What follows belongs to an exercise in optimizing a design on an open flow for a short achievable clock period and few clock cycles; a production flow would make more cautious choices.
In this exercise RTL edits were held to simulation tests only and were not proved equivalent to the original.
Power is estimated from default activity; no workload was simulated.

// cpu
module cpu (
    input         clk,
    input         reset,
    output [31:0] iaddr,
    input  [31:0] idata,
    output [31:0] daddr,
    input  [31:0] drdata,
    output [31:0] dwdata,
    output [3:0]  dwe
);
For scale: roughly 97000 sq um of cells after synthesis.
export LEC_CHECK = 0
export CAP_MARGIN = 20
export CORE_MARGIN = 2
export CORE_UTILIZATION = 65
export SLEW_MARGIN = 20
export SYNTH_HIERARCHICAL = 1
export SYNTH_MINIMUM_KEEP_SIZE = 0
export TNS_END_PERCENT = 100
create_clock -name core_clock -period 10.0 [get_ports {clk}]
standard.sh (not shown) runs the stock make flow with config.mk's settings and CLKGATE_MAP_FILE= SYNTH_SCRIPT=/design/flow/synth_recipe.tcl, a recipe that flattens the netlist after the stock synthesis.
==> flow/flow/run.sh <==
#!/bin/bash
set -eo pipefail
bash standard.sh "BUFFER_PORTS_ARGS=-buffer_cell sky130_fd_sc_hd__buf_4" \
    SETUP_SLACK_MARGIN=5.8 "IO_CONSTRAINTS=$PWD/flow/io.tcl" finish > make.log 2>&1
==> flow/flow/io.tcl <==
# Place reset and the four dwe outputs next to each other, mid-way up the
# right edge of the die: dwe depends combinationally on reset.
set die [ord::get_die_area]
set x1 [lindex $die 2]
set ymid [expr { ([lindex $die 1] + [lindex $die 3]) / 2.0 }]
set i 0
foreach p {dwe[0] dwe[1] reset dwe[2] dwe[3]} {
  place_pin -pin_name $p -layer met3 -pin_size {0.8 0.3} -force_to_die_boundary \
    -location [list $x1 [expr { $ymid + ($i - 2) * 2.72 }]]
  incr i
}
The first run completed with no timing, DRC or antenna violations.
Testbench counts at the start, summed over its fixed seeds: cycles 96,386.
Then changed:
==> flow/flow/run.sh (replaced) <==
#!/bin/bash
set -eo pipefail
bash standard.sh "BUFFER_PORTS_ARGS=-buffer_cell sky130_fd_sc_hd__buf_4" \
    SETUP_SLACK_MARGIN=5.8 finish > make.log 2>&1
--- a/flow/config.mk
+++ b/flow/config.mk
@@ -10 +10 @@
-export CORE_UTILIZATION = 65
+export CORE_UTILIZATION = 55
removed: flow/flow/io.tcl
Effect: The new run completed with no timing, DRC or antenna violations. Power went down by 0.54%. Core utilization went down by 11 points. Die area went up by 18%. Setup slack is better by 0.017 ns. Sequential power went down by about 0.5%.
Then changed:
==> flow/flow/run.sh (replaced) <==
#!/bin/bash
set -eo pipefail
bash standard.sh "BUFFER_PORTS_ARGS=-buffer_cell sky130_fd_sc_hd__buf_4" \
    SETUP_SLACK_MARGIN=6.6 "IO_CONSTRAINTS=$PWD/flow/io.tcl" finish > make.log 2>&1
==> flow/flow/io.tcl (new file) <==
# Place reset and the four dwe outputs next to each other, mid-way up the
# right edge of the die: dwe depends combinationally on reset.
set die [ord::get_die_area]
set x1 [lindex $die 2]
set ymid [expr { ([lindex $die 1] + [lindex $die 3]) / 2.0 }]
set i 0
foreach p {dwe[0] dwe[1] reset dwe[2] dwe[3]} {
  place_pin -pin_name $p -layer met3 -pin_size {0.8 0.3} -force_to_die_boundary \
    -location [list $x1 [expr { $ymid + ($i - 2) * 2.72 }]]
  incr i
}
Outcome: Worst setup slack improved by 0.24 ns. Final cell count climbs by 3.0%. Sequential share of layout area fell by 3.4 points. Routed wire length came out higher by 5.9%. Power rose by 5.4%. Count of clock-buffer cells in the layout is lower by 5. Critical path depth stays the same. Area after synthesis stays the same. Fmax grows by 5.4%.
Then changed:
==> flow/flow/run.sh (replaced) <==
#!/bin/bash
set -eo pipefail
bash standard.sh "BUFFER_PORTS_ARGS=-buffer_cell sky130_fd_sc_hd__buf_4" \
    SETUP_SLACK_MARGIN=6.2 "IO_CONSTRAINTS=$PWD/flow/io.tcl" finish > make.log 2>&1
=> The new run finished with timing, DRC and antenna clean. Non-clock buffer count goes down by 215. Fmax stays flat. Die area does not change. Clock-buffer cell count rose by 13. Wire length went down by a few percent. Synthesized area stays the same. Worst hold slack gains 0.0044 ns.
Then changed:
==> flow/flow/run.sh (replaced) <==
#!/bin/bash
set -eo pipefail
bash standard.sh "BUFFER_PORTS_ARGS=-buffer_cell sky130_fd_sc_hd__buf_4" \
    SETUP_SLACK_MARGIN=5.8 "IO_CONSTRAINTS=$PWD/flow/io.tcl" finish > make.log 2>&1
The changed run completed without violations.
Clock-buffer cell count is higher by 1.
Maximum frequency is lower by 1.3%.
Design area is lower by 2.9%.

== P ==
cpu, a different RTL version from the one above (not shown whole).
Size: ~7,400 cells after synthesis, about 160 I/O pins.
export LEC_CHECK = 0
export CAP_MARGIN = 20
export CORE_MARGIN = 2
export CORE_UTILIZATION = 55
export SLEW_MARGIN = 20
export SYNTH_HIERARCHICAL = 1
export SYNTH_MINIMUM_KEEP_SIZE = 0
export TNS_END_PERCENT = 100
create_clock -name core_clock -period 10.0 [get_ports {clk}]
==> flow/flow/run.sh <==
#!/bin/bash
set -eo pipefail
bash standard.sh "BUFFER_PORTS_ARGS=-buffer_cell sky130_fd_sc_hd__buf_4" \
    SETUP_SLACK_MARGIN=5.8 "IO_CONSTRAINTS=$PWD/flow/io.tcl" finish > make.log 2>&1
==> flow/flow/io.tcl <==
# Place reset and the four dwe outputs next to each other, mid-way up the
# right edge of the die: dwe depends combinationally on reset.
set die [ord::get_die_area]
set x1 [lindex $die 2]
set ymid [expr { ([lindex $die 1] + [lindex $die 3]) / 2.0 }]
set i 0
foreach p {dwe[0] dwe[1] reset dwe[2] dwe[3]} {
  place_pin -pin_name $p -layer met3 -pin_size {0.8 0.3} -force_to_die_boundary \
    -location [list $x1 [expr { $ymid + ($i - 2) * 2.72 }]]
  incr i
}
The final layout from P, which completed every stage, passed the timing, design-rule and antenna checks at the end of the flow.
Testbench counts of P, summed over its fixed seeds: cycles 96,386.
### P -> Q
==> flow/flow/run.sh <==
#!/bin/bash
set -eo pipefail
bash standard.sh "BUFFER_PORTS_ARGS=-buffer_cell sky130_fd_sc_hd__buf_4" \
    SETUP_SLACK_MARGIN=5.8 finish > make.log 2>&1
removed: flow/flow/io.tcl
Findings:
Compared with P, Q shows a higher routed wire length.
Final worst-path cycle share of Q is on par with P.
The run showing the greater switching power as a share of total power is Q.

afterwards: timing with drivers on the ports:
Ports are ideal in the flow. The routed layouts listed here were re-timed in OpenROAD.
Step 1: set_driving_cell puts a clkbuf_16 on clk and a buf_2 on each other input, an assumption about the parent block.
Step 2 also shifts input and output timing later by t, the mid clock arrival at the registers, as if the neighbouring blocks saw the same clock.
Slacks: no drivers / after step 1 / after step 2; pairs: no drivers / after step 1.
run | shift t [ns] | slack for setup (ns) | worst setup path after step 2 | slew at the worst register clock pin (ns) | cell pins on the clock port's net
the first run of note 1 | 0.933 | 5.418 / 5.418 / 4.738 | input to register | 0.08 / 0.08 | 1
the second run of note 1 | 0.914 | 5.435 / 5.374 / 4.797 | input to register | 0.07 / 0.07 | 1
the third run of note 1 | 0.942 | 5.670 / 5.603 / 4.745 | input to register | 0.08 / 0.08 | 1
the fourth run of note 1 | 0.935 | 5.662 / 5.598 / 4.865 | input to register | 0.07 / 0.07 | 1
the fifth run of note 1 | 0.924 | 5.604 / 5.591 / 4.728 | input to register | 0.08 / 0.08 | 1
P | 0.939 | 5.629 / 5.580 / 4.743 | input to register | 0.07 / 0.07 | 1
Q | 0.952 | 5.640 / 5.546 / 4.723 | input to register | 0.07 / 0.07 | 1
After both steps every run listed still meets setup and hold. For the third run of note 1, which loses most, drivers alone change the setup slack by -0.067 ns; drivers and shift together by -0.925 ns.
